This is an optimization exercise on Yosys and OpenROAD, whose aim is small area, not a production implementation.
Function was checked by simulation only, so behaviour that the tests miss may differ from the original.

==> config.mk <==
export PLATFORM = sky130hd
export DESIGN_NAME = DigitalWatch
export DESIGN_NICKNAME = DigitalWatch
export VERILOG_FILES = /design/flow/design.v
export SDC_FILE = /design/flow/constraint.sdc
export NUM_CORES = 4
export LEC_CHECK = 0
export ABC_AREA = 1
export CAP_MARGIN = 20
export CORE_MARGIN = 2
export CORE_UTILIZATION = 40
export SLEW_MARGIN = 20
==> constraint.sdc <==
create_clock -name core_clock -period 40.0 [get_ports {clk}]
set_input_delay 8.0000 -clock core_clock [delete_from_list [all_inputs] [get_ports {clk}]]
set_output_delay 8.0000 -clock core_clock [all_outputs]
set_load 0.01 [all_outputs]
==> design.v <==
module detect_module (
	input CLK,
	input rst,
	input Pin_In,
	output H2L_Sig,
	output L2H_Sig
);
parameter T100US = 13'd4_999;
reg [12:0]Count1;
reg isEn;
always @ ( posedge CLK )
	if( rst )
		isEn <= 1'b0;
	else
		isEn <= 1'b1;
reg H2L_F1;
reg H2L_F2;
reg L2H_F1;
reg L2H_F2;
always @ ( posedge CLK )
	if( rst ) begin
		H2L_F1 <= 1'b0;
		H2L_F2 <= 1'b0;
		L2H_F1 <= 1'b0;
		L2H_F2 <= 1'b0;
	end
	else begin
		H2L_F1 <= Pin_In;
		H2L_F2 <= H2L_F1;
		L2H_F1 <= Pin_In;
		L2H_F2 <= L2H_F1;
	end
assign H2L_Sig = isEn ? ( H2L_F2 & !H2L_F1 ) : 1'b0;
assign L2H_Sig = isEn ? ( !L2H_F2 & L2H_F1 ) : 1'b0;
endmodule
module delay_module(
	input CLK,
	input rst,
	input H2L_Sig,
	input L2H_Sig,
	output Pin_Out
);
parameter T1MS = 3'd5;
reg isCount;
reg [2:0]Count1;
always @ ( posedge CLK )
	if( rst )
		Count1 <= 3'd0;
	else if( isCount && Count1 == T1MS )
		Count1 <= 3'd0;
	else if( isCount )
		Count1 <= Count1 + 1'b1;
	else if( !isCount )
		Count1 <= 3'd0;
reg [3:0]Count_MS;
always @ ( posedge CLK )
	if( rst )
		Count_MS <= 4'd0;
	else if( isCount && Count1 == T1MS )
		Count_MS <= Count_MS + 1'b1;
	else if( !isCount )
		Count_MS <= 4'd0;
reg rPin_Out;
reg [1:0]i;
always @ ( posedge CLK )
	if( rst ) begin
		isCount <= 1'b0;
		rPin_Out <= 1'b0;
		i <= 2'd0;
	end
	else
	case ( i )
		2'd0 :
			if( H2L_Sig ) i <= 2'd1;
		else if( L2H_Sig ) i <= 2'd2;
		2'd1 :
			if( Count_MS == 4'd10 ) begin isCount <= 1'b0; rPin_Out <= 1'b1; i <= 2'd0; end
			else	isCount <= 1'b1;
		2'd2 :
			if( Count_MS == 4'd10 ) begin isCount <= 1'b0; rPin_Out <= 1'b0; i <= 2'd0; end
			else	isCount <= 1'b1;
		default: ;
	endcase
assign Pin_Out = rPin_Out;
endmodule
module debounce_module(
	input CLK,
	input rst,
	input Pin_In,
	output Pin_Out
);
wire H2L_Sig;
wire L2H_Sig;
detect_module U1
(
	.CLK( CLK ),
	.rst( rst ),
	.Pin_In( Pin_In ),    
	.H2L_Sig( H2L_Sig ),  
	.L2H_Sig( L2H_Sig )   
);
delay_module U2
(
	.CLK( CLK ),
	.rst( rst ),
	.H2L_Sig( H2L_Sig ),  
	.L2H_Sig( L2H_Sig ),  
	.Pin_Out( Pin_Out )   
);
endmodule
module debounce_module2(
	input clk_32_768K,
	input rst,
	input key,
	output reg key_out
);
reg state;
reg state_q;
reg[14:0] cnt;
always@(*)
begin
	if(key == 0)
		state = 1;  
	else if(cnt==15'd1_7000)
		state = 0;
	else
		state = state_q;
end
always@(posedge clk_32_768K)
begin
	if(rst)
		state_q <= 1'b0;
	else
		state_q <= state;
end
always@(posedge clk_32_768K)
begin
	if(rst)
		cnt<=15'd0;
	else if(state == 1)
		cnt<=cnt+1'b1;
	else
		cnt<=0;
end
always@(posedge clk_32_768K)
begin
	if(rst)
		key_out <=1'b0;
	else if(state == 1)
		key_out <=1'b1;
	else
		key_out <=1'b0;
end
endmodule
module Week (
	input wire [5:0] Day_Date,
	input wire [3:0] Mon_Date,
	input wire [6:0] Year_Date,
	output reg [2:0] Week,
	output reg [31:0] rDay_Date,
	output reg [31:0] rMon_Date,
	output reg [31:0] rYear_Date
);
always @(*) begin
	rDay_Date = Day_Date;
	rMon_Date = Mon_Date;
	rYear_Date = Year_Date+11'd2000;
	if((rMon_Date==4'd1)||(rMon_Date==4'd2)) begin
		rMon_Date = rMon_Date + 4'd12;
		rYear_Date = rYear_Date - 1'b1;
	end
	Week = (rDay_Date + rMon_Date*2 + (rMon_Date+1)*3/5 + rYear_Date 
		+ rYear_Date/4 - rYear_Date/100 + rYear_Date/400) % 7 + 1;
end	
endmodule
module TimeandDate (
	input wire clk_32_768K,  
	input wire rst,
	input wire Mode,
	input wire Button0,
	input wire Button1,
	input wire Button2,
	input wire Button3_Rise,
	output reg [1:0] Blink,
	output reg [5:0] Sec_Time,
	output reg [5:0] Min_Time,
	output reg [4:0] Hr_Time,
	output reg [5:0] Day_Date,
	output reg [3:0] Mon_Date,
	output reg [6:0] Year_Date,
	output reg Display
);
reg [12:0] Count_clk_8192Hz;
reg clk_8192HZ;
reg [2:0] Edit;
reg [1:0] Counter_T;
wire tick_2Hz = (Count_clk_8192Hz == 13'd8191) && !clk_8192HZ;
always @(posedge clk_32_768K) begin
	if (rst) begin
		Count_clk_8192Hz <= 13'd0;
		clk_8192HZ <= 1'b0;
	end
	else if (Count_clk_8192Hz ==  13'd8191) begin
		Count_clk_8192Hz <= 13'd0;
		clk_8192HZ <= ~ clk_8192HZ;
	end
	else begin
		Count_clk_8192Hz <= Count_clk_8192Hz + 1'b1;
	end
end
reg [1:0] ct;
reg [5:0] s;
reg [5:0] m;
reg [4:0] h;
reg [5:0] d;
reg [3:0] mo;
reg [6:0] y;
reg [5:0] ml;
always @(*) begin
	ct = Counter_T;
	s  = Sec_Time;
	m  = Min_Time;
	h  = Hr_Time;
	d  = Day_Date;
	mo = Mon_Date;
	y  = Year_Date;
	ml = 6'd31;
	ct = ct + 1'b1;
	if(ct == 2'd2) begin
		ct = 2'd0;
		s = s + 1'b1;
		if(s == 6'd60) begin
			s = 6'd0;
			m = m + 1'b1;
			if(m == 6'd60) begin
				m = 6'd0;
				h = h + 1'b1;
				if(h == 5'd24) begin
					h = 5'd0;
					d = d + 1'b1;
					case (mo)
						4'd2: ml = (y[1:0] == 2'd0) ? 6'd29 : 6'd28;
						4'd4, 4'd6, 4'd9, 4'd11: ml = 6'd30;
						default: ml = 6'd31;
					endcase
					if(d > ml) begin
						d = 6'd1;
						mo = mo + 1'b1;
						if(mo == 4'd13) begin
							mo = 4'd1;
							y = y + 1'b1;
							if(y == 7'd100) begin
								y = 7'd0;
							end
						end
					end
				end
			end
		end
	end
	if(Mode == 1'd1) begin
		case (Edit)
			3'd0: begin
				if(Button1 || Button2) 
					s = 6'd0; 
			end
			3'd1: begin 
				if(Button1) 
					m = m + 1'b1;
				if(Button2)
					m = 6'd0;
				if(m == 6'd60)
					m = 6'd0;
			end
			3'd2 : begin
				if(Button1) 
					h  = h + 1'b1;
				if(Button2)
					h  = 5'd0;
				if(h == 5'd24)
					h = 5'd0;
			end
			3'd3: begin
				if(Button1) begin
					d  = d + 1'b1;
					case (mo)
						4'd2: ml = (y[1:0] == 2'd0) ? 6'd29 : 6'd28;
						4'd4, 4'd6, 4'd9, 4'd11: ml = 6'd30;
						default: ml = 6'd31;
					endcase
					if(d > ml)
						d = 6'd1;
				end
				if(Button2)
					d = 6'd1;
			end
			3'd4: begin
				if(Button1) 
					mo  = mo + 1'b1;
				if(Button2)
					mo  = 4'd1;
				if(mo == 4'd13)
					mo = 4'd1;
			end
			3'd5: begin
				if(Button1) 
					y = y + 1'b1;
				if(Button2)
					y = y - 1'b1;
				if(y == 7'd100)
					y = 7'd0;
				if(y == 7'b111_1111)
					y = 7'd0;
			end
			default: ;
		endcase
	end
end
always @(posedge clk_32_768K) begin
	if (rst) begin
		Counter_T <= 2'd0;
		Sec_Time  <= 6'd0;
		Min_Time  <= 6'd0;
		Hr_Time   <= 5'd0;
		Day_Date  <= 6'd1;
		Mon_Date  <= 4'd1;
		Year_Date <= 7'd0;
	end
	else if (tick_2Hz) begin
		Counter_T <= ct;
		Sec_Time  <= s;
		Min_Time  <= m;
		Hr_Time   <= h;
		Day_Date  <= d;
		Mon_Date  <= mo;
		Year_Date <= y;
	end
end
always@(*)begin
	if(Mode == 1'd0) begin
		Blink = 2'b00;
		Display = 1'b0;
	end
	else begin
		case (Edit)
			3'd0: begin Blink = 2'b01; Display = 1'b0; end
			3'd1: begin Blink = 2'b10; Display = 1'b0; end
			3'd2 : begin Blink = 2'b11; Display = 1'b0; end
			3'd3: begin Blink = 2'b01; Display = 1'b1; end
			3'd4: begin Blink = 2'b10; Display = 1'b1; end
			3'd5:begin Blink = 2'b11; Display = 1'b1; end
			default : begin Blink = 2'b00; Display = 1'b0; end
		endcase
	end
end
always @(posedge clk_32_768K) begin
	if (rst)
		Edit <= 3'd0;
	else if(Button0) begin
		Edit <= 3'd0;
	end
	else if (Button3_Rise) begin
		if (Edit == 3'd5)
			Edit <=3'd0;
		else
			Edit <= Edit +1'b1;
	end
end
endmodule
module Watch_Control (
 	input wire clk_32_768K,     
	input wire rst,
	input wire Button0_IN,
	input wire Button1_IN,
	input wire Button2_IN,
	input wire Button3_IN,
	output wire [1:0] Blink,
	output wire [7:0] SecBuffer,
	output wire [7:0] MinBuffer,
	output wire [7:0] HrBuffer,
	output wire [3:0] Week
);
wire Button0;
wire Button1;
wire Button2;
wire Button3;
wire Button_SetTaD0;
wire Button_SetTaD1;
wire Button_SetTaD2;
wire Button_SetTaD3;
wire Button_DisplayDate;
wire [5:0] Sec_Time;
wire [5:0] Min_Time;
wire [4:0] Hr_Time;
wire [5:0] Day_Date;
wire [3:0] Mon_Date;
wire [6:0] Year_Date;
wire Display;
reg Mode;
reg StateTime;
reg StateSetTime;
reg BlinkSec;
reg BlinkMin;
reg BlinkHr;
reg Button0_d;
reg Button_SetTaD3_d;
debounce_module   debounce0 (clk_32_768K,rst,Button0_IN,Button0);
debounce_module2  debounce1 (clk_32_768K,rst,Button1_IN,Button1);
debounce_module2  debounce2 (clk_32_768K,rst,Button2_IN,Button2);
debounce_module   debounce3 (clk_32_768K,rst,Button3_IN,Button3);
always @(posedge clk_32_768K) begin
	if (rst) begin
		Button0_d <= 1'b0;
		Mode <= 1'd0;
	end
	else begin
		Button0_d <= Button0;
		if (Button0 && !Button0_d)
			Mode <= ~Mode;
	end
end
always @(*) begin
	case(Mode)
		1'd0: begin
			StateTime     = 1'b1;
			StateSetTime   = 1'b0;
		end
		default: begin
			StateTime     = 1'b0;
			StateSetTime   = 1'b1;
		end
	endcase
end
assign Button_SetTaD0 = StateSetTime & Button0;
assign Button_SetTaD1 = StateSetTime & Button1;
assign Button_SetTaD2 = StateSetTime & Button2;
assign Button_SetTaD3 = StateSetTime & Button3;
always @(posedge clk_32_768K) begin
	if (rst)
		Button_SetTaD3_d <= 1'b0;
	else
		Button_SetTaD3_d <= Button_SetTaD3;
end
assign Button_DisplayDate = StateTime & Button3;
assign SecBuffer=~Button_DisplayDate?(Display?Day_Date:Sec_Time):Day_Date;
assign MinBuffer=~Button_DisplayDate?(Display?Mon_Date:Min_Time):Mon_Date;
assign HrBuffer =~Button_DisplayDate?(Display?Year_Date:Hr_Time):Year_Date;
TimeandDate TaD0 (
	.clk_32_768K(clk_32_768K),
	.rst        (rst),
	.Mode       (Mode),
	.Button0    (Button_SetTaD0),
	.Button1    (Button_SetTaD1),
	.Button2    (Button_SetTaD2),
	.Button3_Rise (Button_SetTaD3 & ~Button_SetTaD3_d),
	.Blink      (Blink),
	.Sec_Time   (Sec_Time),
	.Min_Time   (Min_Time),
	.Hr_Time    (Hr_Time),
	.Day_Date   (Day_Date),
	.Mon_Date   (Mon_Date),
	.Year_Date  (Year_Date),
	.Display    (Display)
);
wire [2:0] Week3;
wire [31:0] rDay_unused;
wire [31:0] rMon_unused;
wire [31:0] rYear_unused;
Week wk0 (
	.Day_Date  (Day_Date),
	.Mon_Date  (Mon_Date),
	.Year_Date (Year_Date),
	.Week      (Week3),
	.rDay_Date (rDay_unused),
	.rMon_Date (rMon_unused),
	.rYear_Date(rYear_unused)
);
assign Week = {1'b0, Week3};
endmodule 
module number_mod_module (
	input CLK,
	input [23:0]Number_Data,
	output [3:0]Ten_Data0,
	output [3:0]One_Data0,
	output [3:0]Ten_Data1,
	output [3:0]One_Data1,
	output [3:0]Ten_Data2,
	output [3:0]One_Data2
);
reg [31:0]rTen0;
reg [31:0]rOne0;
reg [31:0]rTen1;
reg [31:0]rOne1;
reg [31:0]rTen2;
reg [31:0]rOne2;
always @ ( posedge CLK ) begin
	rTen0 <= Number_Data[7:0]   / 10;
	rOne0 <= Number_Data[7:0]   % 10;
	rTen1 <= Number_Data[15:8]  / 10;
	rOne1 <= Number_Data[15:8]  % 10;
	rTen2 <= Number_Data[23:16] / 10;
	rOne2 <= Number_Data[23:16] % 10;
end
assign Ten_Data0 = rTen0[3:0];
assign One_Data0 = rOne0[3:0];
assign Ten_Data1 = rTen1[3:0];
assign One_Data1 = rOne1[3:0];
assign Ten_Data2 = rTen2[3:0];
assign One_Data2 = rOne2[3:0];
endmodule
module smg_encoder_module (
	input CLK,
	input [3:0]Ten_Data,
	input [3:0]One_Data,
	output [7:0]Ten_SMG_Data,
	output [7:0]One_SMG_Data
);
parameter _0 = 8'b1100_0000, _1 = 8'b1111_1001, _2 = 8'b1010_0100,
	_3 = 8'b1011_0000, _4 = 8'b1001_1001, _5 = 8'b1001_0010,
		_6 = 8'b1000_0010, _7 = 8'b1111_1000, _8 = 8'b1000_0000,
			_9 = 8'b1001_0000;
reg [7:0]rTen_SMG_Data;
always @ ( posedge CLK )
	case( Ten_Data )
		4'd0 : rTen_SMG_Data <= _0;
		4'd1 : rTen_SMG_Data <= _1;
		4'd2 : rTen_SMG_Data <= _2;
		4'd3 : rTen_SMG_Data <= _3;
		4'd4 : rTen_SMG_Data <= _4;
		4'd5 : rTen_SMG_Data <= _5;
		4'd6 : rTen_SMG_Data <= _6;
		4'd7 : rTen_SMG_Data <= _7;
		4'd8 : rTen_SMG_Data <= _8;
		4'd9 : rTen_SMG_Data <= _9;
	endcase
	reg [7:0]rOne_SMG_Data;
always @ ( posedge CLK )
	case( One_Data )
		4'd0 : rOne_SMG_Data <= _0;
		4'd1 : rOne_SMG_Data <= _1;
		4'd2 : rOne_SMG_Data <= _2;
		4'd3 : rOne_SMG_Data <= _3;
		4'd4 : rOne_SMG_Data <= _4;
		4'd5 : rOne_SMG_Data <= _5;
		4'd6 : rOne_SMG_Data <= _6;
		4'd7 : rOne_SMG_Data <= _7;
		4'd8 : rOne_SMG_Data <= _8;
		4'd9 : rOne_SMG_Data <= _9;
	endcase
assign Ten_SMG_Data = rTen_SMG_Data;
assign One_SMG_Data = rOne_SMG_Data;
endmodule
module row_scan_module (
	input CLK,
	input rst,
	input [7:0]Ten_SMG_Data0,
	input [7:0]One_SMG_Data0,
	input [7:0]Ten_SMG_Data1,
	input [7:0]One_SMG_Data1,
	input [7:0]Ten_SMG_Data2,
	input [7:0]One_SMG_Data2,
	output [7:0]Row_Scan_Sig
);
parameter T10MS = 6'd54; 
reg [5:0]Count1;
always @ ( posedge CLK )
	if( rst )
		Count1 <= 6'd0;
	else if( Count1 == T10MS )
		Count1 <= 6'd0;
	else
		Count1 <= Count1 + 1'b1;
reg [2:0]t;
always @ ( posedge CLK )
	if( rst )
		t <= 3'd0;
	else if( t == 3'd6 )
		t <= 3'd0;
	else if( Count1 == T10MS )
		t <= t + 1'b1;
reg [7:0]rData;
always @ ( posedge CLK )
	if( rst )
		rData <= 8'b1111_1111;
	else if( Count1 == T10MS )
		case( t )
			3'd0 : rData <= Ten_SMG_Data0;
			3'd1 : rData <= One_SMG_Data0;
			3'd2 : rData <= Ten_SMG_Data1;
			3'd3 : rData <= One_SMG_Data1;
			3'd4 : rData <= Ten_SMG_Data2;
			3'd5 : rData <= One_SMG_Data2;
			default: ;
		endcase
assign Row_Scan_Sig = rData;
endmodule
module column_scan_module (
	input CLK,
	input rst,
	output [5:0]Column_Scan_Sig
);
parameter T10MS = 6'd54;
reg [5:0]Count1;
always @ ( posedge CLK )
	if( rst )
		Count1 <= 6'd0;
	else if( Count1 == T10MS )
		Count1 <= 6'd0;
	else
		Count1 <= Count1 + 1'b1;
reg [2:0]t;
always @ ( posedge CLK )
	if( rst )
		t <= 3'd0;
	else if( t == 3'd6 )
		t <= 3'd0;
	else if( Count1 == T10MS )
		t <= t + 1'b1;
reg [5:0]rColumn_Scan;
always @ ( posedge CLK )
	if( rst )
		rColumn_Scan <= 6'b111111;
	else if( Count1 == T10MS )
		case( t )
			3'd0 : rColumn_Scan <= 6'b111110;
			3'd1 : rColumn_Scan <= 6'b111101;
			3'd2 : rColumn_Scan <= 6'b111011;
			3'd3 : rColumn_Scan <= 6'b110111;
			3'd4 : rColumn_Scan <= 6'b101111;
			3'd5 : rColumn_Scan <= 6'b011111;
			default: ;
		endcase
assign Column_Scan_Sig = rColumn_Scan;
endmodule
module smg_scan_module (
	input CLK,
	input rst,
	input [7:0]Ten_SMG_Data0,
	input [7:0]One_SMG_Data0,
	input [7:0]Ten_SMG_Data1,
	input [7:0]One_SMG_Data1,
	input [7:0]Ten_SMG_Data2,
	input [7:0]One_SMG_Data2,
	output [7:0]Row_Scan_Sig,
	output [5:0]Column_Scan_Sig
);
row_scan_module U1
(
	.CLK( CLK ),
	.rst( rst ),
	.Ten_SMG_Data0( Ten_SMG_Data0),  
	.One_SMG_Data0( One_SMG_Data0),  
	.Ten_SMG_Data1( Ten_SMG_Data1),  
	.One_SMG_Data1( One_SMG_Data1),  
	.Ten_SMG_Data2( Ten_SMG_Data2),  
	.One_SMG_Data2( One_SMG_Data2),  
	.Row_Scan_Sig ( Row_Scan_Sig )   
);
column_scan_module U2
(
	.CLK( CLK ),
	.rst( rst ),
	.Column_Scan_Sig( Column_Scan_Sig )  
);
endmodule
module smg
(
	input CLK,
	input rst,
	input [1:0] Blink,
	input [23:0]Number_Data,
	output [7:0]Row_Scan_Sig,
	output [5:0]Column_Scan_Sig
);
wire [3:0]Ten_Data0;
wire [3:0]One_Data0;
wire [3:0]Ten_Data1;
wire [3:0]One_Data1;
wire [3:0]Ten_Data2;
wire [3:0]One_Data2;
wire [7:0] cRow_Scan_Sig;
number_mod_module U1
(
	.CLK( CLK ),
	.Number_Data(Number_Data),  
	.Ten_Data0(Ten_Data0),  
	.One_Data0(One_Data0),  
	.Ten_Data1(Ten_Data1),  
	.One_Data1(One_Data1),  
	.Ten_Data2(Ten_Data2),  
	.One_Data2(One_Data2)   
);
wire [7:0]Ten_SMG_Data0;
wire [7:0]One_SMG_Data0;
wire [7:0]Ten_SMG_Data1;
wire [7:0]One_SMG_Data1;
wire [7:0]Ten_SMG_Data2;
wire [7:0]One_SMG_Data2;
smg_encoder_module e0
(
	.CLK( CLK ),
	.Ten_Data( Ten_Data0),  
	.One_Data( One_Data0),  
	.Ten_SMG_Data( Ten_SMG_Data0),  
	.One_SMG_Data( One_SMG_Data0)   
);
smg_encoder_module e1
(
	.CLK( CLK ),
	.Ten_Data( Ten_Data1),  
	.One_Data( One_Data1),  
	.Ten_SMG_Data( Ten_SMG_Data1),  
	.One_SMG_Data( One_SMG_Data1)   
);
smg_encoder_module e2
(
	.CLK( CLK ),
	.Ten_Data( Ten_Data2),  
	.One_Data( One_Data2),  
	.Ten_SMG_Data( Ten_SMG_Data2),  
	.One_SMG_Data( One_SMG_Data2)   
);
smg_scan_module U3
(
	.CLK( CLK ),
	.rst( rst ),
	.Ten_SMG_Data0( Ten_SMG_Data0),  
	.One_SMG_Data0( One_SMG_Data0),  
	.Ten_SMG_Data1( Ten_SMG_Data1),  
	.One_SMG_Data1( One_SMG_Data1),  
	.Ten_SMG_Data2( Ten_SMG_Data2),  
	.One_SMG_Data2( One_SMG_Data2),  
	.Row_Scan_Sig( cRow_Scan_Sig),  
	.Column_Scan_Sig(Column_Scan_Sig)  
);
parameter T500MS = 14'd10800; 
reg [13:0]Count1;
reg rblink;
always @(posedge CLK) begin
	if(rst) begin
		Count1 <= 14'd0;
		rblink <= 1'b0;
	end
	else if(Blink) begin
		if( Count1 == T500MS ) begin
			Count1 <= 14'd0;
			rblink <= ~rblink;
		end
		else
			Count1 <= Count1 + 1'b1;
	end
end
reg [7:0] rRow_Scan_Sig;
always @(*) begin
	case (Blink)
		2'b01 : rRow_Scan_Sig = (rblink&&(~(Column_Scan_Sig[1]
	&&Column_Scan_Sig[0])))?8'b1111_1111:cRow_Scan_Sig;
		2'b10 : rRow_Scan_Sig = (rblink&&(~(Column_Scan_Sig[3]
	&&Column_Scan_Sig[2])))?8'b1111_1111:cRow_Scan_Sig;
		2'b11 : rRow_Scan_Sig = (rblink&&(~(Column_Scan_Sig[5]
	&&Column_Scan_Sig[4])))?8'b1111_1111:cRow_Scan_Sig;
		2'b00 : rRow_Scan_Sig = cRow_Scan_Sig;
	endcase
end
assign Row_Scan_Sig = rRow_Scan_Sig;
endmodule
module DigitalWatch (
	input clk,     
	input wire rst,  
	input wire Button0_IN,
	input wire Button1_IN,
	input wire Button2_IN,
	input wire Button3_IN,
	output wire [7:0]Row_Scan_Sig,
	output wire [5:0]Column_Scan_Sig,
	output [3:0] Week
);
	wire [7:0] SecBuffer;
	wire [7:0] MinBuffer;
	wire [7:0] HrBuffer;
	wire [1:0] Blink;
	wire clk_32_768K;
assign clk_32_768K = clk;
Watch_Control W0 (
	.clk_32_768K(clk_32_768K),
	.rst        (rst),
	.Button0_IN (Button0_IN),
	.Button1_IN (Button1_IN),
	.Button2_IN (Button2_IN),
	.Button3_IN (Button3_IN),
	.Blink      (Blink),
	.SecBuffer  (SecBuffer),
	.MinBuffer  (MinBuffer),
	.HrBuffer   (HrBuffer),
	.Week       (Week)
);
smg smg0 (
	.CLK            (clk_32_768K),
	.rst            (rst),
	.Blink          (Blink),
	.Number_Data    ({HrBuffer,MinBuffer,SecBuffer}),
	.Row_Scan_Sig   (Row_Scan_Sig),
	.Column_Scan_Sig(Column_Scan_Sig)
);
endmodule
==> run.sh <==
#!/bin/bash
# synth_recipe.tcl (not shown) runs the flow's synth.tcl, then flattens the netlist and writes it again
# the make line also repeats each setting of config.mk as NAME=value (left out here)
make -C /OpenROAD-flow-scripts/flow DESIGN_CONFIG=/design/flow/config.mk WORK_HOME=/design/flow/orfs CLKGATE_MAP_FILE= SYNTH_SCRIPT=/design/flow/synth_recipe.tcl finish
==> run notes <==
-- final timing paths --
| kind | start | end |
|---|---|---|
| setup / recovery | W0.TaD0.Mon_Date[0] | Week[2] |
| hold / removal | W0.TaD0.Counter_T[1] | W0.TaD0.Counter_T[1] |
| setup reg to reg | W0.TaD0.Sec_Time[0] | W0.TaD0.Year_Date[6] |
| hold reg to reg | W0.TaD0.Counter_T[1] | W0.TaD0.Counter_T[1] |
-- registers in the layout, summed over array words and instances (netlist names), 13 cells and up --
register and cells:
W0.debounce2.cnt 15, smg0.Count1 14, W0.TaD0.Count_clk_8192Hz 13, W0.debounce1.cnt 15
-- synthesized netlist by cell type (34+ instances only) --
cell type	count
xor2_1	96
a21oi_1	164
nor3_1	75
nand2_2	41
nand3_1	138
nand2_1	684
ha_1	197
nor2_1	323
nand4_1	53
fa_1	71
dfxtp_1	183
edfxtp_1	42
xnor2_1	34
o21ai_0	154
inv_1	629
-- cell type report --
type,count,share of cell area
inverters,646,0.1031
multi-input cells,2345,0.6068
flip-flops and latches,225,0.2091
clock inverters,10,0.004516
clock buffers,34,0.02885
well taps,696,0.03697
repair buffers,27,0.01068
-- metrics by stage --
step / utilization / instances / setup slack (ns)
global route: 0.4403 / 3983 / 5.397
detailed placement: 0.4252 / 3937 / 9.010
finish: 0.4403 / 3983 / 8.334
global placement: 0.4251 / 3937 / 9.241
CTS: 0.4399 / 3981 / 8.333
floorplan: - / 3244 / 12.74
-- worst max-delay path: cells and delay by family (launching register included) --
| kind | cells | cell delay, ns |
|---|---|---|
| compound gates | 24 | 4.19 |
| xor+xnor | 6 | 0.90 |
| fa+ha+maj | 10 | 3.03 |
| buf+inv | 26 | 3.33 |
| flops | 1 | 0.53 |
| simple gates | 105 | 11.13 |
-- layer usage --
layer,vias up,wire (um),track usage,share of wire
met2,257,21430,0.2859,0.45
met4,0,535,0.02374,0.011
li1,10337,-,-,-
met5,-,0,0,0
met1,8490,24260,0.2463,0.51
met3,38,1528,0.01720,0.032
-- logic make-up after synthesis --
family	count (synthesis)	share of synthesized area
and+or+nand+nor	1415	0.2898
buffers and inverters	674	0.1179
AOI/OAI and AO/OA	474	0.1293
adders and majority gates	268	0.1804
DFF	225	0.2287
xor gates and xnor gates	131	0.05362
other	2	0.0003487
-- layout by cell type, fill, tap and decap left out, types with 71 or more instances in the layout --
cell type / Yosys / layout
fa_1: 71 / 71
nand3_1: 138 / 138
ha_1: 197 / 197
xor2_1: 96 / 96
nor3_1: 75 / 75
dfxtp_1: 183 / 183
nand2_1: 684 / 684
nor2_1: 323 / 323
a21oi_1: 164 / 164
o21ai_0: 154 / 153
inv_1: 629 / 629
==> reports/metrics.cfg <==
[run_status]
status = timing/DRC/antenna clean

[detailed_routing]
vias_per_cell = 4.801
detail_route.wl_per_cell_um = 11.99
wirelength_mm = 47.75
firstDrtPassIters = 6
drt-initial-drc-count = 920
drcViolationCount = 0
ant_nets = 0
vias = 19122

[place]
dp_hpwl_mm = 38.50
portBuffers = 21
postPlaceCellArea_um2 = 22740
place.gp.congestion = 0.8670

[hold_path]
hold_class = reg2reg
worstHoldPathCells = 2

[worst_setup_path]
reg2reg_slack_ns = 33.68
slowest_stage = o21ai_1
r2r_cells = 36
start_kind = flop
critical_path_arrival_ns = 23.67
critPathKind = reg2out
crit_top_cell = nand2_1
cpPeakStageDelay_ns = 0.55
path_max_fanout = 10
cp.required_ns = 32.00
end_kind = primary output

[timing]
relSlewSlack = 0.3590
period_share = 0.7917
worst_pin_slew_ns = 0.9579
rsz0062_at_grt = no
fmax_ghz = 0.03158
slew_viol_final = 0
hold_violations = 0
clock_skew_ns = 0.03186
period_minus_slack_ns = 31.67
setup_viol = 0
hold_slack_ns = 0.4312
tns_ns = 0

[clock_network]
cts_made_buffers = 24
cts.clk_slew.worst_paths_ns = 0.07
clk_latency_ns = 0.55
postCtsSetupRepairBufs = 0
cts_max_level = 1
cts-hold-fix-buffers = 0
cts.sinks = 225
cts_buffer_depth = 3
cts-resized-gates = 0
cts-root-buf = clkbuf_16
cts_tree = built

[final_layout]
diodes = 0
multiInputGateArea_um2 = 14290
design_area_um2 = 23550
nNetsFinal = 3543
syn2layout_area_growth_pct = 9.353
filler_cell_count = 5535
layout.area.seq_um2 = 4925
layout-drive-gt1-share = 0.04868

[synthesis]
ys_types = 68
ys_ff_latch = 225
synth.largest_area_cell = dfxtp_1
yosys_warnings = 11
syn_avg_cell_area_um2 = 6.754
synth_flop_cell = dfxtp_1
yosysSeqAreaShare = 0.2287
synth_edf_count = 42
yosys-top-cells-area = dfxtp_1 17%, nand2_1 12%, ha_1 11%, inv_1 11%, fa_1 6.6%
synth_area_um2 = 21540
synth_top_area_frac = 0.1701
async_flop_share = 0
syn_inst = 3189

[die]
die_area_um2 = 55720
ios = 24
rows = 85
coreArea_um2 = 53500
die_y_um = 236.0
die_width_um = 236.0
initial_core_util = 0.4026

[global_route]
grt_usage = 0.1720
grt_pass1_wl_mm = 82.33
grt_antenna_before_repair = 0
grt_max_degree = 46
grt-ovfl-total = 0
grt_pass1_vias = 17740

[run]
maxCapViolations = 0

## afterwards: timing with drivers on the ports
In the flow no input, the clock included, has a driving cell. The finished layout below was timed again as built, in two steps.
Step 1 (the two cells are an assumption about what drives the block):
set clk [get_ports {clk}]
set_driving_cell -lib_cell sky130_fd_sc_hd__clkbuf_16 $clk
set_driving_cell -lib_cell sky130_fd_sc_hd__buf_2 [delete_from_list [all_inputs] $clk]
Step 2, shift: input delay + t, output delay - t, t = (earliest + latest rising clock arrival at the registers) / 2. This alone moves slack from input paths to output paths.
Slacks: ideal ports / drivers / drivers and shift; pairs: ideal ports / drivers.
shift t [ns]: 0.583
setup WS [ns]: 8.334 / 8.280 / 8.863
hold slack, ns: 0.431 / 0.431 / 0.431
clock arrival spread, ns: 0.035 / 0.034
After both steps setup and hold are still met in this run. The setup slack of this run moves by -0.054 ns with the drivers and by +0.529 ns with both steps.
